Context: an optimization exercise on an open-source flow, tuned for small area and a short achievable clock period. The choices shown serve that exercise and are no tape-out recipe.
Function was not checked in any run shown here: the RTL went through the layout flow alone.

==> flow/design.v, too long to show whole: its modules and the start of the top module <==
// module full_adder: 10 lines
// module final_adder: 244 lines
// module fp32_unpacker: 20 lines
// module fp32_aligner: 21 lines
// module wallace_tree_8_inputs: 507 lines
// module fp32_normalizer_rounder: 471 lines
// module fp32_packer: 14 lines
// module fp32_adder_tree_8_inputs: 507 lines
module fp32_adder_tree_8_inputs (
    input wire clk,
    input wire rst_n,
    input wire [127:0] dvr_fp32addtree8to1_s0,
    input wire [127:0] dvr_fp32addtree8to1_s1,
    input wire [2:0] cru_fp32addtree8to1,
    output wire [127:0] dr_fp32addtree8to1_d
);
  // ...
==> flow/flow/run.sh <==
#!/bin/bash
# Layout flow: ORFS, with two changes to its synthesis script and a setup
# margin for timing repair.
#  - synthesis: Yosys's generic synth step runs without its quick ABC pass, so
#    the full adders written in the RTL reach extract_fa as written (no
#    inverters around them); the final ABC mapping uses flow/abc.script.
#  - layout: standard steps; repair_timing aims at SETUP_SLACK_MARGIN; the
#    port buffers are the platform's smallest buffer.
# Each tool's output goes to ORFS's own logs (orfs/logs/...); make's output to flow.log.
set -euo pipefail
HERE=$(pwd)
FL=$HERE/flow
source $FL/params.sh
sed -e 's#^source \$::env(SCRIPTS_DIR)/synth_preamble.tcl#&\nset abc_args [lreplace $abc_args 1 1 '"$FL"'/abc.script]#' \
    -e 's#synth -top \$::env(DESIGN_NAME) -run fine: {\*}\$synth_full_args#& -noabc#' \
    $FLOW_HOME/scripts/synth.tcl > $HERE/my_synth.tcl
grep -q -- '-noabc' $HERE/my_synth.tcl
grep -q 'abc.script\]' $HERE/my_synth.tcl
sed -e "s#source \$::env(SCRIPTS_DIR)/synth.tcl#source $HERE/my_synth.tcl#" synth_recipe.tcl > my_synth_recipe.tcl
grep -q my_synth.tcl my_synth_recipe.tcl
sed -e "s#SYNTH_SCRIPT=[^ ]*#SYNTH_SCRIPT=$HERE/my_synth_recipe.tcl#" standard.sh > my_standard.sh
grep -q my_synth_recipe.tcl my_standard.sh
export SETUP_SLACK_MARGIN=$MARGIN
# every port still gets a buffer, the smallest one
export BUFFER_PORTS_ARGS="${PORTBUF:--buffer_cell sky130_fd_sc_hd__buf_1}"
bash my_standard.sh finish > flow.log 2>&1
==> flow/flow/abc.script <==
strash
dch
map -B 0.9
topo
mfs
strash
dch
map -B 0.9
topo
mfs
strash
dch
map -B 0.9
topo
stime -c
==> flow/flow/params.sh <==
MARGIN=42.5

==> flow/standard.sh <==
#!/bin/bash
# synth_recipe.tcl (not shown) runs the flow's synth.tcl, then flattens the netlist and writes it again
# the make line also repeats each setting of config.mk as NAME=value (left out here)
make -C /OpenROAD-flow-scripts/flow DESIGN_CONFIG=/design/flow/config.mk WORK_HOME=/design/flow/orfs CLKGATE_MAP_FILE= SYNTH_SCRIPT=/design/flow/synth_recipe.tcl "${@:-finish}"
==> flow/config.mk <==
export PLATFORM = sky130hd
export DESIGN_NAME = fp32_adder_tree_8_inputs
export DESIGN_NICKNAME = fp32_adder_tree_8_inputs
export VERILOG_FILES = /design/flow/design.v
export SDC_FILE = /design/flow/constraint.sdc
export NUM_CORES = 8
export LEC_CHECK = 0
export ABC_AREA = 1
export CAP_MARGIN = 20
export CORE_MARGIN = 2
export CORE_UTILIZATION = 40
export SLEW_MARGIN = 20
==> flow/constraint.sdc <==
create_clock -name core_clock -period 64.0 [get_ports {clk}]
set_input_delay 12.8000 -clock core_clock [delete_from_list [all_inputs] [get_ports {clk}]]
set_output_delay 12.8000 -clock core_clock [all_outputs]
set_load 0.01 [all_outputs]
==> flow_summary_export.csv, run 1 <==
group,metric,value,unit
timing,fin_crit,21140,ps
die,die_height,285,um
place,numPortBuffers,388,
setup_path,critical_path.endpoint,"row_a_q[6]$_DFF_P_",
synthesis,syn_area,31700,sq um
worst_hold_path,hold_class,"input pin to async pin",
route,drt_wl_total,138000,um
layout,dominant_cells,"multi-input combinational cells",
global_routing,overflow,0,
layout,multi_input_area,28400,sq um
timing,fin_crit_sh,33.0,%
global_routing,grt_pass1_vias,35300,
timing,slew_headroom,32.4,%
synthesis,seq_area_frac_synth,5.45,%
synthesis,async_flop_share,1.16,%
global_routing,busiest_layer,"met2",
route,ant_nets,0,
layout,num-multi-input-gates,4776,
clock_network,cts_root_buf,"clkbuf_16",
layout,fin_cells,7026,
timing,worstMarginPinSlew,1000,ps
layout,fin_util,46.4,%
die,nWellTaps,1050,
layout,n_all_buffers,481,
place,dp.cells,6948,
layout,mostFrequentLayoutCells,"1756 x nand2_1, 694 x o21ai_0, 548 x clkinv_1, 468 x nor2_1, 405 x nand3_1",
synthesis,ys.flop_type,"dfxtp_1",
synthesis,syn_inst,5466,
layout,fin_nets,6597,
synthesis,synth_cell_types,41,
setup_path,critical_path.most_common_cell,"nand2_1",
clock_network,clock_path_buffers,2,
setup_path,path_class,"input pin to register",
place,pre_cts_ws,39910,ps
clock_network,htreeDepth,3,
setup_path,cp-end-kind,"register",
synthesis,synth_top_cell_by_area,"nand2_1",
layout,fin_area,36500,sq um
clock_network,cts_setup_buffers,10,
synthesis,ys_warn_count,1,
setup_path,crit_start,"dvr_fp32addtree8to1_s1[43]",
outcome,status,"complete, no violations",
==> module fp32_aligner, before the edit <==
module fp32_aligner (
    input  wire        sign,
    input  wire        hidden,
    input  wire [22:0] mantissa,
    input  wire [7:0]  diff,         
    output wire [31:0] aligned
);
    wire [31:0] ext = {hidden, mantissa, 8'b0};
    wire big = |diff[7:5];
    wire [31:0] s1 = diff[0] ? {1'b0,  ext[31:1]}  : ext;
    wire [31:0] s2 = diff[1] ? {2'b0,  s1[31:2]}   : s1;
    wire [31:0] s3 = diff[2] ? {4'b0,  s2[31:4]}   : s2;
    wire [31:0] s4 = diff[3] ? {8'b0,  s3[31:8]}   : s3;
    wire sticky = (diff[3] & |s3[7:1]) | (diff[4] & |s4[15:0]) | (big & (hidden | |mantissa));
    wire [31:0] s4x = s4 ^ {32{sign}};
    wire hi_out = big | diff[4];
    wire [31:0] s5;
    assign s5[31:16] = hi_out ? {16{sign}} : s4x[31:16];
    assign s5[15:0] = big ? {16{sign}} : (diff[4] ? s4x[31:16] : s4x[15:0]);
    assign aligned = {s5[31:1], sticky ? ~sign : s5[0]};
endmodule
==> module fp32_adder_tree_8_inputs, before the edit <==
module fp32_adder_tree_8_inputs (
    input wire clk,
    input wire rst_n,
    input wire [127:0] dvr_fp32addtree8to1_s0,
    input wire [127:0] dvr_fp32addtree8to1_s1,
    input wire [2:0] cru_fp32addtree8to1,
    output wire [127:0] dr_fp32addtree8to1_d
);
    genvar i;
    wire [7:0] sgn, hid, inf, nan;
    wire [7:0] ex [0:7];
    wire [22:0] man [0:7];
    generate
        for (i = 0; i < 8; i = i + 1) begin : unpack_gen
            fp32_unpacker u (
                .fp_in({dvr_fp32addtree8to1_s1[16*i +: 16], dvr_fp32addtree8to1_s0[16*i +: 16]}),
                .sign(sgn[i]), .exponent(ex[i]), .hidden(hid[i]), .mantissa(man[i]),
                .is_inf(inf[i]), .is_nan(nan[i]));
        end
    endgenerate
    wire pinf = |(inf & ~sgn);
    wire ninf = |(inf & sgn);
    wire res_nan = (|nan) | (pinf & ninf);
    wire res_inf = pinf | ninf;
    wire all_neg = &sgn;
    wire [7:0] x0 = ex[0];
    wire [7:0] x1 = ex[1];
    wire [7:0] x2 = ex[2];
    wire [7:0] x3 = ex[3];
    wire [7:0] x4 = ex[4];
    wire [7:0] x5 = ex[5];
    wire [7:0] x6 = ex[6];
    wire [7:0] x7 = ex[7];
    wire mx_1 = x0[0] & ~x1[0];
    wire mx_2 = x0[1] & ~x1[1];
    wire mx_3 = x0[2] & ~x1[2];
    wire mx_4 = x0[3] & ~x1[3];
    wire mx_5 = x0[4] & ~x1[4];
    wire mx_6 = x0[5] & ~x1[5];
    wire mx_7 = x0[6] & ~x1[6];
    wire mx_8 = x0[7] & ~x1[7];
    wire mx_9 = x0[0] | ~x1[0];
    wire mx_10 = x0[1] | ~x1[1];
    wire mx_11 = x0[2] | ~x1[2];
    wire mx_12 = x0[3] | ~x1[3];
    wire mx_13 = x0[4] | ~x1[4];
    wire mx_14 = x0[5] | ~x1[5];
    wire mx_15 = x0[6] | ~x1[6];
    wire mx_16 = x0[7] | ~x1[7];
    wire mx_17 = mx_1 | (mx_9 & 1'b1);
    wire mx_18 = mx_2 | (mx_10 & mx_17);
    wire mx_19 = mx_10 & mx_9;
    wire mx_20 = mx_3 | (mx_11 & mx_2);
    wire mx_21 = mx_11 & mx_10;
    wire mx_22 = mx_4 | (mx_12 & mx_3);
    wire mx_23 = mx_12 & mx_11;
    wire mx_24 = mx_5 | (mx_13 & mx_4);
    wire mx_25 = mx_13 & mx_12;
    wire mx_26 = mx_6 | (mx_14 & mx_5);
    wire mx_27 = mx_14 & mx_13;
    wire mx_28 = mx_7 | (mx_15 & mx_6);
    wire mx_29 = mx_15 & mx_14;
    wire mx_30 = mx_8 | (mx_16 & mx_7);
    wire mx_31 = mx_16 & mx_15;
    wire mx_32 = mx_20 | (mx_21 & mx_17);
    wire mx_33 = mx_21 & mx_9;
    wire mx_34 = mx_22 | (mx_23 & mx_18);
    wire mx_35 = mx_23 & mx_19;
    wire mx_36 = mx_24 | (mx_25 & mx_20);
    wire mx_37 = mx_25 & mx_21;
    wire mx_38 = mx_26 | (mx_27 & mx_22);
    wire mx_39 = mx_27 & mx_23;
    wire mx_40 = mx_28 | (mx_29 & mx_24);
    wire mx_41 = mx_29 & mx_25;
    wire mx_42 = mx_30 | (mx_31 & mx_26);
    wire mx_43 = mx_31 & mx_27;
    wire mx_44 = mx_36 | (mx_37 & mx_17);
    wire mx_45 = mx_37 & mx_9;
    wire mx_46 = mx_38 | (mx_39 & mx_18);
    wire mx_47 = mx_39 & mx_19;
    wire mx_48 = mx_40 | (mx_41 & mx_32);
    wire mx_49 = mx_41 & mx_33;
    wire mx_50 = mx_42 | (mx_43 & mx_34);
    wire mx_51 = mx_43 & mx_35;
    wire [7:0] mx0_0 = mx_50 ? x0 : x1;
    wire mx_52 = x2[0] & ~x3[0];
    wire mx_53 = x2[1] & ~x3[1];
    wire mx_54 = x2[2] & ~x3[2];
    wire mx_55 = x2[3] & ~x3[3];
    wire mx_56 = x2[4] & ~x3[4];
    wire mx_57 = x2[5] & ~x3[5];
    wire mx_58 = x2[6] & ~x3[6];
    wire mx_59 = x2[7] & ~x3[7];
    wire mx_60 = x2[0] | ~x3[0];
    wire mx_61 = x2[1] | ~x3[1];
    wire mx_62 = x2[2] | ~x3[2];
    wire mx_63 = x2[3] | ~x3[3];
    wire mx_64 = x2[4] | ~x3[4];
    wire mx_65 = x2[5] | ~x3[5];
    wire mx_66 = x2[6] | ~x3[6];
    wire mx_67 = x2[7] | ~x3[7];
    wire mx_68 = mx_52 | (mx_60 & 1'b1);
    wire mx_69 = mx_53 | (mx_61 & mx_68);
    wire mx_70 = mx_61 & mx_60;
    wire mx_71 = mx_54 | (mx_62 & mx_53);
    wire mx_72 = mx_62 & mx_61;
    wire mx_73 = mx_55 | (mx_63 & mx_54);
    wire mx_74 = mx_63 & mx_62;
    wire mx_75 = mx_56 | (mx_64 & mx_55);
    wire mx_76 = mx_64 & mx_63;
    wire mx_77 = mx_57 | (mx_65 & mx_56);
    wire mx_78 = mx_65 & mx_64;
    wire mx_79 = mx_58 | (mx_66 & mx_57);
    wire mx_80 = mx_66 & mx_65;
    wire mx_81 = mx_59 | (mx_67 & mx_58);
    wire mx_82 = mx_67 & mx_66;
    wire mx_83 = mx_71 | (mx_72 & mx_68);
    wire mx_84 = mx_72 & mx_60;
    wire mx_85 = mx_73 | (mx_74 & mx_69);
    wire mx_86 = mx_74 & mx_70;
    wire mx_87 = mx_75 | (mx_76 & mx_71);
    wire mx_88 = mx_76 & mx_72;
    wire mx_89 = mx_77 | (mx_78 & mx_73);
    wire mx_90 = mx_78 & mx_74;
    wire mx_91 = mx_79 | (mx_80 & mx_75);
    wire mx_92 = mx_80 & mx_76;
    wire mx_93 = mx_81 | (mx_82 & mx_77);
    wire mx_94 = mx_82 & mx_78;
    wire mx_95 = mx_87 | (mx_88 & mx_68);
    wire mx_96 = mx_88 & mx_60;
    wire mx_97 = mx_89 | (mx_90 & mx_69);
    wire mx_98 = mx_90 & mx_70;
    wire mx_99 = mx_91 | (mx_92 & mx_83);
    wire mx_100 = mx_92 & mx_84;
    wire mx_101 = mx_93 | (mx_94 & mx_85);
    wire mx_102 = mx_94 & mx_86;
    wire [7:0] mx0_1 = mx_101 ? x2 : x3;
    wire mx_103 = x4[0] & ~x5[0];
    wire mx_104 = x4[1] & ~x5[1];
    wire mx_105 = x4[2] & ~x5[2];
    wire mx_106 = x4[3] & ~x5[3];
    wire mx_107 = x4[4] & ~x5[4];
    wire mx_108 = x4[5] & ~x5[5];
    wire mx_109 = x4[6] & ~x5[6];
    wire mx_110 = x4[7] & ~x5[7];
    wire mx_111 = x4[0] | ~x5[0];
    wire mx_112 = x4[1] | ~x5[1];
    wire mx_113 = x4[2] | ~x5[2];
    wire mx_114 = x4[3] | ~x5[3];
    wire mx_115 = x4[4] | ~x5[4];
    wire mx_116 = x4[5] | ~x5[5];
    wire mx_117 = x4[6] | ~x5[6];
    wire mx_118 = x4[7] | ~x5[7];
    wire mx_119 = mx_103 | (mx_111 & 1'b1);
    wire mx_120 = mx_104 | (mx_112 & mx_119);
    wire mx_121 = mx_112 & mx_111;
    wire mx_122 = mx_105 | (mx_113 & mx_104);
    wire mx_123 = mx_113 & mx_112;
    wire mx_124 = mx_106 | (mx_114 & mx_105);
    wire mx_125 = mx_114 & mx_113;
    wire mx_126 = mx_107 | (mx_115 & mx_106);
    wire mx_127 = mx_115 & mx_114;
    wire mx_128 = mx_108 | (mx_116 & mx_107);
    wire mx_129 = mx_116 & mx_115;
    wire mx_130 = mx_109 | (mx_117 & mx_108);
    wire mx_131 = mx_117 & mx_116;
    wire mx_132 = mx_110 | (mx_118 & mx_109);
    wire mx_133 = mx_118 & mx_117;
    wire mx_134 = mx_122 | (mx_123 & mx_119);
    wire mx_135 = mx_123 & mx_111;
    wire mx_136 = mx_124 | (mx_125 & mx_120);
    wire mx_137 = mx_125 & mx_121;
    wire mx_138 = mx_126 | (mx_127 & mx_122);
    wire mx_139 = mx_127 & mx_123;
    wire mx_140 = mx_128 | (mx_129 & mx_124);
    wire mx_141 = mx_129 & mx_125;
    wire mx_142 = mx_130 | (mx_131 & mx_126);
    wire mx_143 = mx_131 & mx_127;
    wire mx_144 = mx_132 | (mx_133 & mx_128);
    wire mx_145 = mx_133 & mx_129;
    wire mx_146 = mx_138 | (mx_139 & mx_119);
    wire mx_147 = mx_139 & mx_111;
    wire mx_148 = mx_140 | (mx_141 & mx_120);
    wire mx_149 = mx_141 & mx_121;
    wire mx_150 = mx_142 | (mx_143 & mx_134);
    wire mx_151 = mx_143 & mx_135;
    wire mx_152 = mx_144 | (mx_145 & mx_136);
    wire mx_153 = mx_145 & mx_137;
    wire [7:0] mx0_2 = mx_152 ? x4 : x5;
    wire mx_154 = x6[0] & ~x7[0];
    wire mx_155 = x6[1] & ~x7[1];
    wire mx_156 = x6[2] & ~x7[2];
    wire mx_157 = x6[3] & ~x7[3];
    wire mx_158 = x6[4] & ~x7[4];
    wire mx_159 = x6[5] & ~x7[5];
    wire mx_160 = x6[6] & ~x7[6];
    wire mx_161 = x6[7] & ~x7[7];
    wire mx_162 = x6[0] | ~x7[0];
    wire mx_163 = x6[1] | ~x7[1];
    wire mx_164 = x6[2] | ~x7[2];
    wire mx_165 = x6[3] | ~x7[3];
    wire mx_166 = x6[4] | ~x7[4];
    wire mx_167 = x6[5] | ~x7[5];
    wire mx_168 = x6[6] | ~x7[6];
    wire mx_169 = x6[7] | ~x7[7];
    wire mx_170 = mx_154 | (mx_162 & 1'b1);
    wire mx_171 = mx_155 | (mx_163 & mx_170);
    wire mx_172 = mx_163 & mx_162;
    wire mx_173 = mx_156 | (mx_164 & mx_155);
    wire mx_174 = mx_164 & mx_163;
    wire mx_175 = mx_157 | (mx_165 & mx_156);
    wire mx_176 = mx_165 & mx_164;
    wire mx_177 = mx_158 | (mx_166 & mx_157);
    wire mx_178 = mx_166 & mx_165;
    wire mx_179 = mx_159 | (mx_167 & mx_158);
    wire mx_180 = mx_167 & mx_166;
    wire mx_181 = mx_160 | (mx_168 & mx_159);
    wire mx_182 = mx_168 & mx_167;
    wire mx_183 = mx_161 | (mx_169 & mx_160);
    wire mx_184 = mx_169 & mx_168;
    wire mx_185 = mx_173 | (mx_174 & mx_170);
    wire mx_186 = mx_174 & mx_162;
    wire mx_187 = mx_175 | (mx_176 & mx_171);
    wire mx_188 = mx_176 & mx_172;
    wire mx_189 = mx_177 | (mx_178 & mx_173);
    wire mx_190 = mx_178 & mx_174;
    wire mx_191 = mx_179 | (mx_180 & mx_175);
    wire mx_192 = mx_180 & mx_176;
    wire mx_193 = mx_181 | (mx_182 & mx_177);
    wire mx_194 = mx_182 & mx_178;
    wire mx_195 = mx_183 | (mx_184 & mx_179);
    wire mx_196 = mx_184 & mx_180;
    wire mx_197 = mx_189 | (mx_190 & mx_170);
    wire mx_198 = mx_190 & mx_162;
    wire mx_199 = mx_191 | (mx_192 & mx_171);
    wire mx_200 = mx_192 & mx_172;
    wire mx_201 = mx_193 | (mx_194 & mx_185);
    wire mx_202 = mx_194 & mx_186;
    wire mx_203 = mx_195 | (mx_196 & mx_187);
    wire mx_204 = mx_196 & mx_188;
    wire [7:0] mx0_3 = mx_203 ? x6 : x7;
    wire mx_205 = mx0_0[0] & ~mx0_1[0];
    wire mx_206 = mx0_0[1] & ~mx0_1[1];
    wire mx_207 = mx0_0[2] & ~mx0_1[2];
    wire mx_208 = mx0_0[3] & ~mx0_1[3];
    wire mx_209 = mx0_0[4] & ~mx0_1[4];
    wire mx_210 = mx0_0[5] & ~mx0_1[5];
    wire mx_211 = mx0_0[6] & ~mx0_1[6];
    wire mx_212 = mx0_0[7] & ~mx0_1[7];
    wire mx_213 = mx0_0[0] | ~mx0_1[0];
    wire mx_214 = mx0_0[1] | ~mx0_1[1];
    wire mx_215 = mx0_0[2] | ~mx0_1[2];
    wire mx_216 = mx0_0[3] | ~mx0_1[3];
    wire mx_217 = mx0_0[4] | ~mx0_1[4];
    wire mx_218 = mx0_0[5] | ~mx0_1[5];
    wire mx_219 = mx0_0[6] | ~mx0_1[6];
    wire mx_220 = mx0_0[7] | ~mx0_1[7];
    wire mx_221 = mx_205 | (mx_213 & 1'b1);
    wire mx_222 = mx_206 | (mx_214 & mx_221);
    wire mx_223 = mx_214 & mx_213;
    wire mx_224 = mx_207 | (mx_215 & mx_206);
    wire mx_225 = mx_215 & mx_214;
    wire mx_226 = mx_208 | (mx_216 & mx_207);
    wire mx_227 = mx_216 & mx_215;
    wire mx_228 = mx_209 | (mx_217 & mx_208);
    wire mx_229 = mx_217 & mx_216;
    wire mx_230 = mx_210 | (mx_218 & mx_209);
    wire mx_231 = mx_218 & mx_217;
    wire mx_232 = mx_211 | (mx_219 & mx_210);
    wire mx_233 = mx_219 & mx_218;
    wire mx_234 = mx_212 | (mx_220 & mx_211);
    wire mx_235 = mx_220 & mx_219;
    wire mx_236 = mx_224 | (mx_225 & mx_221);
    wire mx_237 = mx_225 & mx_213;
    wire mx_238 = mx_226 | (mx_227 & mx_222);
    wire mx_239 = mx_227 & mx_223;
    wire mx_240 = mx_228 | (mx_229 & mx_224);
    wire mx_241 = mx_229 & mx_225;
    wire mx_242 = mx_230 | (mx_231 & mx_226);
    wire mx_243 = mx_231 & mx_227;
    wire mx_244 = mx_232 | (mx_233 & mx_228);
    wire mx_245 = mx_233 & mx_229;
    wire mx_246 = mx_234 | (mx_235 & mx_230);
    wire mx_247 = mx_235 & mx_231;
    wire mx_248 = mx_240 | (mx_241 & mx_221);
    wire mx_249 = mx_241 & mx_213;
    wire mx_250 = mx_242 | (mx_243 & mx_222);
    wire mx_251 = mx_243 & mx_223;
    wire mx_252 = mx_244 | (mx_245 & mx_236);
    wire mx_253 = mx_245 & mx_237;
    wire mx_254 = mx_246 | (mx_247 & mx_238);
    wire mx_255 = mx_247 & mx_239;
    wire [7:0] mx1_0 = mx_254 ? mx0_0 : mx0_1;
    wire mx_256 = mx0_2[0] & ~mx0_3[0];
    wire mx_257 = mx0_2[1] & ~mx0_3[1];
    wire mx_258 = mx0_2[2] & ~mx0_3[2];
    wire mx_259 = mx0_2[3] & ~mx0_3[3];
    wire mx_260 = mx0_2[4] & ~mx0_3[4];
    wire mx_261 = mx0_2[5] & ~mx0_3[5];
    wire mx_262 = mx0_2[6] & ~mx0_3[6];
    wire mx_263 = mx0_2[7] & ~mx0_3[7];
    wire mx_264 = mx0_2[0] | ~mx0_3[0];
    wire mx_265 = mx0_2[1] | ~mx0_3[1];
    wire mx_266 = mx0_2[2] | ~mx0_3[2];
    wire mx_267 = mx0_2[3] | ~mx0_3[3];
    wire mx_268 = mx0_2[4] | ~mx0_3[4];
    wire mx_269 = mx0_2[5] | ~mx0_3[5];
    wire mx_270 = mx0_2[6] | ~mx0_3[6];
    wire mx_271 = mx0_2[7] | ~mx0_3[7];
    wire mx_272 = mx_256 | (mx_264 & 1'b1);
    wire mx_273 = mx_257 | (mx_265 & mx_272);
    wire mx_274 = mx_265 & mx_264;
    wire mx_275 = mx_258 | (mx_266 & mx_257);
    wire mx_276 = mx_266 & mx_265;
    wire mx_277 = mx_259 | (mx_267 & mx_258);
    wire mx_278 = mx_267 & mx_266;
    wire mx_279 = mx_260 | (mx_268 & mx_259);
    wire mx_280 = mx_268 & mx_267;
    wire mx_281 = mx_261 | (mx_269 & mx_260);
    wire mx_282 = mx_269 & mx_268;
    wire mx_283 = mx_262 | (mx_270 & mx_261);
    wire mx_284 = mx_270 & mx_269;
    wire mx_285 = mx_263 | (mx_271 & mx_262);
    wire mx_286 = mx_271 & mx_270;
    wire mx_287 = mx_275 | (mx_276 & mx_272);
    wire mx_288 = mx_276 & mx_264;
    wire mx_289 = mx_277 | (mx_278 & mx_273);
    wire mx_290 = mx_278 & mx_274;
    wire mx_291 = mx_279 | (mx_280 & mx_275);
    wire mx_292 = mx_280 & mx_276;
    wire mx_293 = mx_281 | (mx_282 & mx_277);
    wire mx_294 = mx_282 & mx_278;
    wire mx_295 = mx_283 | (mx_284 & mx_279);
    wire mx_296 = mx_284 & mx_280;
    wire mx_297 = mx_285 | (mx_286 & mx_281);
    wire mx_298 = mx_286 & mx_282;
    wire mx_299 = mx_291 | (mx_292 & mx_272);
    wire mx_300 = mx_292 & mx_264;
    wire mx_301 = mx_293 | (mx_294 & mx_273);
    wire mx_302 = mx_294 & mx_274;
    wire mx_303 = mx_295 | (mx_296 & mx_287);
    wire mx_304 = mx_296 & mx_288;
    wire mx_305 = mx_297 | (mx_298 & mx_289);
    wire mx_306 = mx_298 & mx_290;
    wire [7:0] mx1_1 = mx_305 ? mx0_2 : mx0_3;
    wire mx_307 = mx1_0[0] & ~mx1_1[0];
    wire mx_308 = mx1_0[1] & ~mx1_1[1];
    wire mx_309 = mx1_0[2] & ~mx1_1[2];
    wire mx_310 = mx1_0[3] & ~mx1_1[3];
    wire mx_311 = mx1_0[4] & ~mx1_1[4];
    wire mx_312 = mx1_0[5] & ~mx1_1[5];
    wire mx_313 = mx1_0[6] & ~mx1_1[6];
    wire mx_314 = mx1_0[7] & ~mx1_1[7];
    wire mx_315 = mx1_0[0] | ~mx1_1[0];
    wire mx_316 = mx1_0[1] | ~mx1_1[1];
    wire mx_317 = mx1_0[2] | ~mx1_1[2];
    wire mx_318 = mx1_0[3] | ~mx1_1[3];
    wire mx_319 = mx1_0[4] | ~mx1_1[4];
    wire mx_320 = mx1_0[5] | ~mx1_1[5];
    wire mx_321 = mx1_0[6] | ~mx1_1[6];
    wire mx_322 = mx1_0[7] | ~mx1_1[7];
    wire mx_323 = mx_307 | (mx_315 & 1'b1);
    wire mx_324 = mx_308 | (mx_316 & mx_323);
    wire mx_325 = mx_316 & mx_315;
    wire mx_326 = mx_309 | (mx_317 & mx_308);
    wire mx_327 = mx_317 & mx_316;
    wire mx_328 = mx_310 | (mx_318 & mx_309);
    wire mx_329 = mx_318 & mx_317;
    wire mx_330 = mx_311 | (mx_319 & mx_310);
    wire mx_331 = mx_319 & mx_318;
    wire mx_332 = mx_312 | (mx_320 & mx_311);
    wire mx_333 = mx_320 & mx_319;
    wire mx_334 = mx_313 | (mx_321 & mx_312);
    wire mx_335 = mx_321 & mx_320;
    wire mx_336 = mx_314 | (mx_322 & mx_313);
    wire mx_337 = mx_322 & mx_321;
    wire mx_338 = mx_326 | (mx_327 & mx_323);
    wire mx_339 = mx_327 & mx_315;
    wire mx_340 = mx_328 | (mx_329 & mx_324);
    wire mx_341 = mx_329 & mx_325;
    wire mx_342 = mx_330 | (mx_331 & mx_326);
    wire mx_343 = mx_331 & mx_327;
    wire mx_344 = mx_332 | (mx_333 & mx_328);
    wire mx_345 = mx_333 & mx_329;
    wire mx_346 = mx_334 | (mx_335 & mx_330);
    wire mx_347 = mx_335 & mx_331;
    wire mx_348 = mx_336 | (mx_337 & mx_332);
    wire mx_349 = mx_337 & mx_333;
    wire mx_350 = mx_342 | (mx_343 & mx_323);
    wire mx_351 = mx_343 & mx_315;
    wire mx_352 = mx_344 | (mx_345 & mx_324);
    wire mx_353 = mx_345 & mx_325;
    wire mx_354 = mx_346 | (mx_347 & mx_338);
    wire mx_355 = mx_347 & mx_339;
    wire mx_356 = mx_348 | (mx_349 & mx_340);
    wire mx_357 = mx_349 & mx_341;
    wire [7:0] mx2_0 = mx_356 ? mx1_0 : mx1_1;
    wire [7:0] emax = mx2_0;
    wire [7:0] dif [0:7];
    wire [7:0] nx0 = ~ex[0];
    wire [7:0] d0;
    wire [5:0] dl0 = {1'b0, emax[4:0]} - {1'b0, ex[0][4:0]};
    wire [2:0] dh0 = emax[7:5] - ex[0][7:5];
    wire big0 = (dh0 >= 3'd2) | ((dh0 == 3'd1) & ~dl0[5]);
    assign d0 = {2'b00, big0, dl0[4:0]};
    assign dif[0] = d0;
    wire [7:0] nx1 = ~ex[1];
    wire [7:0] d1;
    wire [5:0] dl1 = {1'b0, emax[4:0]} - {1'b0, ex[1][4:0]};
    wire [2:0] dh1 = emax[7:5] - ex[1][7:5];
    wire big1 = (dh1 >= 3'd2) | ((dh1 == 3'd1) & ~dl1[5]);
    assign d1 = {2'b00, big1, dl1[4:0]};
    assign dif[1] = d1;
    wire [7:0] nx2 = ~ex[2];
    wire [7:0] d2;
    wire [5:0] dl2 = {1'b0, emax[4:0]} - {1'b0, ex[2][4:0]};
    wire [2:0] dh2 = emax[7:5] - ex[2][7:5];
    wire big2 = (dh2 >= 3'd2) | ((dh2 == 3'd1) & ~dl2[5]);
    assign d2 = {2'b00, big2, dl2[4:0]};
    assign dif[2] = d2;
    wire [7:0] nx3 = ~ex[3];
    wire [7:0] d3;
    wire [5:0] dl3 = {1'b0, emax[4:0]} - {1'b0, ex[3][4:0]};
    wire [2:0] dh3 = emax[7:5] - ex[3][7:5];
    wire big3 = (dh3 >= 3'd2) | ((dh3 == 3'd1) & ~dl3[5]);
    assign d3 = {2'b00, big3, dl3[4:0]};
    assign dif[3] = d3;
    wire [7:0] nx4 = ~ex[4];
    wire [7:0] d4;
    wire [5:0] dl4 = {1'b0, emax[4:0]} - {1'b0, ex[4][4:0]};
    wire [2:0] dh4 = emax[7:5] - ex[4][7:5];
    wire big4 = (dh4 >= 3'd2) | ((dh4 == 3'd1) & ~dl4[5]);
    assign d4 = {2'b00, big4, dl4[4:0]};
    assign dif[4] = d4;
    wire [7:0] nx5 = ~ex[5];
    wire [7:0] d5;
    wire [5:0] dl5 = {1'b0, emax[4:0]} - {1'b0, ex[5][4:0]};
    wire [2:0] dh5 = emax[7:5] - ex[5][7:5];
    wire big5 = (dh5 >= 3'd2) | ((dh5 == 3'd1) & ~dl5[5]);
    assign d5 = {2'b00, big5, dl5[4:0]};
    assign dif[5] = d5;
    wire [7:0] nx6 = ~ex[6];
    wire [7:0] d6;
    wire [5:0] dl6 = {1'b0, emax[4:0]} - {1'b0, ex[6][4:0]};
    wire [2:0] dh6 = emax[7:5] - ex[6][7:5];
    wire big6 = (dh6 >= 3'd2) | ((dh6 == 3'd1) & ~dl6[5]);
    assign d6 = {2'b00, big6, dl6[4:0]};
    assign dif[6] = d6;
    wire [7:0] nx7 = ~ex[7];
    wire [7:0] d7;
    wire [5:0] dl7 = {1'b0, emax[4:0]} - {1'b0, ex[7][4:0]};
    wire [2:0] dh7 = emax[7:5] - ex[7][7:5];
    wire big7 = (dh7 >= 3'd2) | ((dh7 == 3'd1) & ~dl7[5]);
    assign d7 = {2'b00, big7, dl7[4:0]};
    assign dif[7] = d7;
    wire [255:0] aligned;
    generate
        for (i = 0; i < 8; i = i + 1) begin : align_gen
            fp32_aligner a (
                .sign(sgn[i]), .hidden(hid[i]), .mantissa(man[i]),
                .diff(dif[i]),
                .aligned(aligned[32*i +: 32]));
        end
    endgenerate
    wire [35:0] row_a, row_b, sum;
    wallace_tree_8_inputs tree (.data_in(aligned), .sgn(sgn), .row_a(row_a), .row_b(row_b));
    reg [35:0] row_a_q;
    reg [35:0] row_b_q;
    reg [7:0] emax_q;
    reg nan_q;
    reg inf_q;
    reg ninf_q;
    reg allneg_q;
    reg valid_q;
    reg [1:0] seg_q;
    always @(posedge clk or negedge rst_n) begin
        if (!rst_n) valid_q <= 1'b0;
        else valid_q <= cru_fp32addtree8to1[2];
    end
    always @(posedge clk) begin
        row_a_q <= row_a;
        row_b_q <= row_b;
        emax_q <= emax;
        nan_q <= res_nan;
        inf_q <= res_inf;
        ninf_q <= ninf;
        allneg_q <= all_neg;
        seg_q <= cru_fp32addtree8to1[1:0];
    end
    wire [35:0] sum_q;
    final_adder cpa (.a(row_a_q), .b(row_b_q), .sum(sum_q));
    wire neg = sum_q[35];
    wire [34:0] mag = sum_q[34:0] ^ {35{neg}};
    wire zero = ~|mag;
    wire sign = zero ? allneg_q : neg;
    wire [30:0] res;
    wire overflow;
    fp32_normalizer_rounder nr (.mag(mag), .exp_in(emax_q), .res(res), .overflow(overflow));
    wire [31:0] fp_sum_result;
    fp32_packer pk (.res_nan(nan_q), .res_inf(inf_q), .inf_sign(ninf_q),
                    .overflow(overflow), .sign(sign), .res(res), .fp_out(fp_sum_result));
    assign dr_fp32addtree8to1_d = {
        {32{valid_q & (seg_q == 2'b11)}} & fp_sum_result,
        {32{valid_q & (seg_q == 2'b10)}} & fp_sum_result,
        {32{valid_q & (seg_q == 2'b01)}} & fp_sum_result,
        {32{valid_q & (seg_q == 2'b00)}} & fp_sum_result};
endmodule
==> run 2: changes to the inputs <==
--- a/flow/design.v
+++ b/flow/design.v
@@ -286,11 +286,8 @@
     wire [31:0] s3 = diff[2] ? {4'b0,  s2[31:4]}   : s2;
     wire [31:0] s4 = diff[3] ? {8'b0,  s3[31:8]}   : s3;
+    wire [31:0] s5 = diff[4] ? {16'b0, s4[31:16]}  : s4;
     wire sticky = (diff[3] & |s3[7:1]) | (diff[4] & |s4[15:0]) | (big & (hidden | |mantissa));
-    wire [31:0] s4x = s4 ^ {32{sign}};
-    wire hi_out = big | diff[4];
-    wire [31:0] s5;
-    assign s5[31:16] = hi_out ? {16{sign}} : s4x[31:16];
-    assign s5[15:0] = big ? {16{sign}} : (diff[4] ? s4x[31:16] : s4x[15:0]);
-    assign aligned = {s5[31:1], sticky ? ~sign : s5[0]};
+    wire [31:0] sh = big ? 32'b0 : s5;
+    assign aligned = {sh[31:1], sh[0] | sticky} ^ {32{sign}};
 endmodule
 module wallace_tree_8_inputs (
@@ -1687,57 +1684,33 @@
     wire [7:0] nx0 = ~ex[0];
     wire [7:0] d0;
-    wire [5:0] dl0 = {1'b0, emax[4:0]} - {1'b0, ex[0][4:0]};
-    wire [2:0] dh0 = emax[7:5] - ex[0][7:5];
-    wire big0 = (dh0 >= 3'd2) | ((dh0 == 3'd1) & ~dl0[5]);
-    assign d0 = {2'b00, big0, dl0[4:0]};
+    assign d0 = emax - ex[0];
     assign dif[0] = d0;
     wire [7:0] nx1 = ~ex[1];
     wire [7:0] d1;
-    wire [5:0] dl1 = {1'b0, emax[4:0]} - {1'b0, ex[1][4:0]};
-    wire [2:0] dh1 = emax[7:5] - ex[1][7:5];
-    wire big1 = (dh1 >= 3'd2) | ((dh1 == 3'd1) & ~dl1[5]);
-    assign d1 = {2'b00, big1, dl1[4:0]};
+    assign d1 = emax - ex[1];
     assign dif[1] = d1;
     wire [7:0] nx2 = ~ex[2];
     wire [7:0] d2;
-    wire [5:0] dl2 = {1'b0, emax[4:0]} - {1'b0, ex[2][4:0]};
-    wire [2:0] dh2 = emax[7:5] - ex[2][7:5];
-    wire big2 = (dh2 >= 3'd2) | ((dh2 == 3'd1) & ~dl2[5]);
-    assign d2 = {2'b00, big2, dl2[4:0]};
+    assign d2 = emax - ex[2];
     assign dif[2] = d2;
     wire [7:0] nx3 = ~ex[3];
     wire [7:0] d3;
-    wire [5:0] dl3 = {1'b0, emax[4:0]} - {1'b0, ex[3][4:0]};
-    wire [2:0] dh3 = emax[7:5] - ex[3][7:5];
-    wire big3 = (dh3 >= 3'd2) | ((dh3 == 3'd1) & ~dl3[5]);
-    assign d3 = {2'b00, big3, dl3[4:0]};
+    assign d3 = emax - ex[3];
     assign dif[3] = d3;
     wire [7:0] nx4 = ~ex[4];
     wire [7:0] d4;
-    wire [5:0] dl4 = {1'b0, emax[4:0]} - {1'b0, ex[4][4:0]};
-    wire [2:0] dh4 = emax[7:5] - ex[4][7:5];
-    wire big4 = (dh4 >= 3'd2) | ((dh4 == 3'd1) & ~dl4[5]);
-    assign d4 = {2'b00, big4, dl4[4:0]};
+    assign d4 = emax - ex[4];
     assign dif[4] = d4;
     wire [7:0] nx5 = ~ex[5];
     wire [7:0] d5;
-    wire [5:0] dl5 = {1'b0, emax[4:0]} - {1'b0, ex[5][4:0]};
-    wire [2:0] dh5 = emax[7:5] - ex[5][7:5];
-    wire big5 = (dh5 >= 3'd2) | ((dh5 == 3'd1) & ~dl5[5]);
-    assign d5 = {2'b00, big5, dl5[4:0]};
+    assign d5 = emax - ex[5];
     assign dif[5] = d5;
     wire [7:0] nx6 = ~ex[6];
     wire [7:0] d6;
-    wire [5:0] dl6 = {1'b0, emax[4:0]} - {1'b0, ex[6][4:0]};
-    wire [2:0] dh6 = emax[7:5] - ex[6][7:5];
-    wire big6 = (dh6 >= 3'd2) | ((dh6 == 3'd1) & ~dl6[5]);
-    assign d6 = {2'b00, big6, dl6[4:0]};
+    assign d6 = emax - ex[6];
     assign dif[6] = d6;
     wire [7:0] nx7 = ~ex[7];
     wire [7:0] d7;
-    wire [5:0] dl7 = {1'b0, emax[4:0]} - {1'b0, ex[7][4:0]};
-    wire [2:0] dh7 = emax[7:5] - ex[7][7:5];
-    wire big7 = (dh7 >= 3'd2) | ((dh7 == 3'd1) & ~dl7[5]);
-    assign d7 = {2'b00, big7, dl7[4:0]};
+    assign d7 = emax - ex[7];
     assign dif[7] = d7;
     wire [255:0] aligned;
@@ -1752,43 +1725,33 @@
     wire [35:0] row_a, row_b, sum;
     wallace_tree_8_inputs tree (.data_in(aligned), .sgn(sgn), .row_a(row_a), .row_b(row_b));
-    reg [35:0] row_a_q;
-    reg [35:0] row_b_q;
-    reg [7:0] emax_q;
-    reg nan_q;
-    reg inf_q;
-    reg ninf_q;
-    reg allneg_q;
-    reg valid_q;
-    reg [1:0] seg_q;
-    always @(posedge clk or negedge rst_n) begin
-        if (!rst_n) valid_q <= 1'b0;
-        else valid_q <= cru_fp32addtree8to1[2];
-    end
-    always @(posedge clk) begin
-        row_a_q <= row_a;
-        row_b_q <= row_b;
-        emax_q <= emax;
-        nan_q <= res_nan;
-        inf_q <= res_inf;
-        ninf_q <= ninf;
-        allneg_q <= all_neg;
-        seg_q <= cru_fp32addtree8to1[1:0];
-    end
-    wire [35:0] sum_q;
-    final_adder cpa (.a(row_a_q), .b(row_b_q), .sum(sum_q));
-    wire neg = sum_q[35];
-    wire [34:0] mag = sum_q[34:0] ^ {35{neg}};
+    final_adder cpa (.a(row_a), .b(row_b), .sum(sum));
+    wire neg = sum[35];
+    wire [34:0] mag = sum[34:0] ^ {35{neg}};
     wire zero = ~|mag;
-    wire sign = zero ? allneg_q : neg;
+    wire sign = zero ? all_neg : neg;
     wire [30:0] res;
     wire overflow;
-    fp32_normalizer_rounder nr (.mag(mag), .exp_in(emax_q), .res(res), .overflow(overflow));
+    fp32_normalizer_rounder nr (.mag(mag), .exp_in(emax), .res(res), .overflow(overflow));
     wire [31:0] fp_sum_result;
-    fp32_packer pk (.res_nan(nan_q), .res_inf(inf_q), .inf_sign(ninf_q),
+    fp32_packer pk (.res_nan(res_nan), .res_inf(res_inf), .inf_sign(ninf),
                     .overflow(overflow), .sign(sign), .res(res), .fp_out(fp_sum_result));
+    reg [31:0] sum_q;
+    reg        valid_q;
+    reg [1:0]  seg_q;
+    always @(posedge clk or negedge rst_n) begin
+        if (!rst_n) begin
+            sum_q   <= 32'b0;
+            valid_q <= 1'b0;
+            seg_q   <= 2'b0;
+        end else begin
+            sum_q   <= fp_sum_result;
+            valid_q <= cru_fp32addtree8to1[2];
+            seg_q   <= cru_fp32addtree8to1[1:0];
+        end
+    end
     assign dr_fp32addtree8to1_d = {
-        {32{valid_q & (seg_q == 2'b11)}} & fp_sum_result,
-        {32{valid_q & (seg_q == 2'b10)}} & fp_sum_result,
-        {32{valid_q & (seg_q == 2'b01)}} & fp_sum_result,
-        {32{valid_q & (seg_q == 2'b00)}} & fp_sum_result};
+        {32{valid_q & (seg_q == 2'b11)}} & sum_q,
+        {32{valid_q & (seg_q == 2'b10)}} & sum_q,
+        {32{valid_q & (seg_q == 2'b01)}} & sum_q,
+        {32{valid_q & (seg_q == 2'b00)}} & sum_q};
 endmodule
==> flow/flow/abc.script (replaced) <==
strash
dch
map -B 0.9
topo
stime -c
buffer -c
upsize -c
dnsize -c
==> flow/flow/params.sh (replaced) <==
MARGIN=35
==> flow_summary_export.csv, run 2 <==
group,metric,value,unit
clock_network,cts_inserted_buffers,5,
worst_hold_path,hold_class,"input pin to async pin",
timing,setup_violations,0,
outcome,status,"complete, no violations",
layout,top_register,"sum_q",
clock_network,cts-hold-fix-buffers,0,
timing,fin_crit_sh,43.8,%
global_routing,grt_max_degree,47,
clock_network,cts_tree,"built",
route,drc,0,
synthesis,ys_warn_count,1,
place,dpl.hpwl,120000,um
global_routing,grt_pass1_vias,35100,
synthesis,avgSynthCellArea,5.95,sq um
die,row_count,105,
global_routing,overflow,0,
synthesis,synth.top_cell.area_share,16.2,%
die,start_util,40.4,%
timing,fin_crit,28040,ps
clock_network,clock_sinks,35,
setup_path,crit_path_max_fanout,21,
synthesis,ys.flop_type,"dfrtp_1",
global_routing,grt_pass1_wl,209000,um
route,drt_iter0_drc,3329,
setup_path,cp.arrival,28210,ps
route,drt_wl_total,142000,um
place,dpl_cell_area,35100,sq um
setup_path,startpoint_type,"input pin",
setup_path,crit_path_top_delay_cell,"fa_1",
setup_path,worstPathRequired,64170,ps
route,first_pass_iters,8,
route,vias,38400,
synthesis,syn_inst,5576,
route,wl_per_cell,20.7,um
global_routing,antenna_found_initial,5,
layout,largestRegisters,"sum_q: 32 flops, seg_q: 2 flops, valid_q: 1 flops",
layout,final_common_cell,"nand2_1",
layout,fin_util,44.2,%
timing,fmax,0.0357,GHz
timing,slew_headroom,20.4,%
layout,fin_nets,6424,
timing,rsz0062_at_grt,"no",
synthesis,netlist_top_cells_area,"nand2_1 16%, fa_1 13%, xor2_1 9.1%, o21ai_0 8.5%, nand3_1 8.1%",
setup_path,critical_path.most_common_cell,"nand2_1",
synthesis,syn_nets,6194,
route,vias_per_cell,5.58,
layout,mostFrequentLayoutCells,"1428 x nand2_1, 543 x o21ai_0, 529 x nand3_1, 496 x nor2_1, 458 x inv_1",
layout,drive_gt1_share,7.49,%
synthesis,synth_edf_count,0,
clock_network,clock_path_buffers,2,
setup_path,path_class,"input pin to register",
layout,multi_input_area,29500,sq um
route,ant_nets,0,
layout,fin_area,36300,sq um
synthesis,synthTopCellsByCount,"1432 x nand2_1, 561 x o21ai_0, 538 x nand3_1",
setup_path,cp-end-kind,"register",
clock_network,cts_root_buf,"clkbuf_16",
die,io_pins,389,
flow_run,maxCapViolations,0,
setup_path,crit_path_max_incr_delay,600,ps
layout,largest_reg_flops,32,
synthesis,syn_area,33200,sq um
layout,syn_to_final_growth,9.47,%
synthesis,async_flop_share,100,%
die,die_height,292,um
layout,area.sequential,876,sq um
layout,fillers,8922,
timing,holdWs,12610,ps
clock_network,clk_pin_slew,60,ps
synthesis,seq_area_frac_synth,2.64,%
timing,hold_viol_final,0,
global_routing,grt_usage,31.6,%
die,die_area,85200,sq um
timing,setup_tns,0,ps
synthesis,yosysMostFrequentCell,"nand2_1",
place,numPortBuffers,388,
timing,worstMarginPinSlew,1190,ps
die,core,82100,sq um
die,die_width,292,um
synthesis,synth_top_cell_by_area,"nand2_1",
synthesis,synth_cell_types,64,
synthesis,ys_seq_elements,35,
timing,slew_viol_final,0,
place,gp_congestion,1.03,
clock_network,htreeDepth,2,
-- run 2: cell type report --
class,instances,share of cell area [%]
diodes,5,0.0345
clock buffers,7,0.421
clock inverters,1,0.0207
inverters,522,5.68
multi-input cells,4736,81.2
flip-flops and latches,35,2.41
well taps,1070,3.69
repair buffers,487,6.21
repair inverters,19,0.324
-- run 2: per-layer routing --
metal / wire [um] / vias up / global-route usage (%)
li1: - / 18800 / -
met1: 60500 / 17700 / 40.7
met2: 65600 / 1514 / 53.1
met3: 8990 / 275 / 3.25
met4: 7210 / 4 / 14.7
met5: 22 / - / 0
-- run 2: stage by stage --
stage | instances | setup slack (ps)
4_1_cts | 6809 | 35020
6_report | 6882 | 35960
2_1_floorplan | 5576 | 37900
3_5_place_dp | 6790 | 32730
5_1_grt | 6879 | 34990
3_3_place_gp | 6789 | 32790
-- run 2: repair_timing --
action | 4_1_cts | 5_1_grt
buffers inserted | 4 | 50
pin swaps | 2 | 11
gates cloned | 7 | 18
resized for setup | 36 | 88
endpoints found under the setup margin | 31 | 31
-- run 2: worst max-delay path: cells and delay by family --
kind                     cells  cell delay (ps)
AND/OR/NAND/NOR             47             7020
XOR/XNOR                     4              920
adder cells (fa/ha/maj)      8             3610
buffers and inverters        7             1050
AO/OA/AOI/OAI               16             2770
-- run 2: logic make-up after synthesis --
family          synth area share, %
xor+xnor                       10.3
flops                          2.64
mux                            4.62
buf+inv                        9.79
fa+ha+maj                      18.2
compound gates                 15.2
simple gates                   39.3
-- run 2: path summary, 6_finish.rpt --
path / start / endpoint / slack [ps] / cells after the start
max: dvr_fp32addtree8to1_s1[120] / sum_q[11]$_DFF_PN0_ / 35960 / 82
min: rst_n / sum_q[9]$_DFF_PN0_ / 12610 / 1
max in group asynchronous: rst_n / valid_q$_DFF_PN0_ / 50850 / 1
min in group core_clock: cru_fp32addtree8to1[1] / seg_q[1]$_DFF_PN0_ / 12610 / 1

## what the ideal ports hide
No port has a modelled driver above. Below, the same layouts with a new extraction and two added sets of constraints. Step 1 assumes that a clkbuf_16 drives the clock port and a buf_2 every other input. Step 2 adds t to the input delays and takes it off the output delays; t is the mean of the earliest and latest rising clock arrival at the registers after step 1. Input paths then give back, and output paths get back, about the clock's delay inside the block. Three values: ideal, step 1, step 2; two values: the first two.
run | t, ns | slack for setup (ns) | worst hold slack (ns) | latest minus earliest clock arrival (ns) | worst data-port slew with drivers (ns)
run 1 | 0.423 | 42.860 / 42.884 / 42.460 | 12.199 / 12.167 / 12.591 | 0.013 / 0.013 | 0.08
run 2 | 0.330 | 35.957 / 35.970 / 35.640 | 12.611 / 12.598 / 12.928 | 0.006 / 0.006 | 0.12
After both steps setup and hold are still met in every run listed. The setup slack of run 1, which loses most, moves by +0.024 ns with the drivers and by -0.400 ns with both steps.
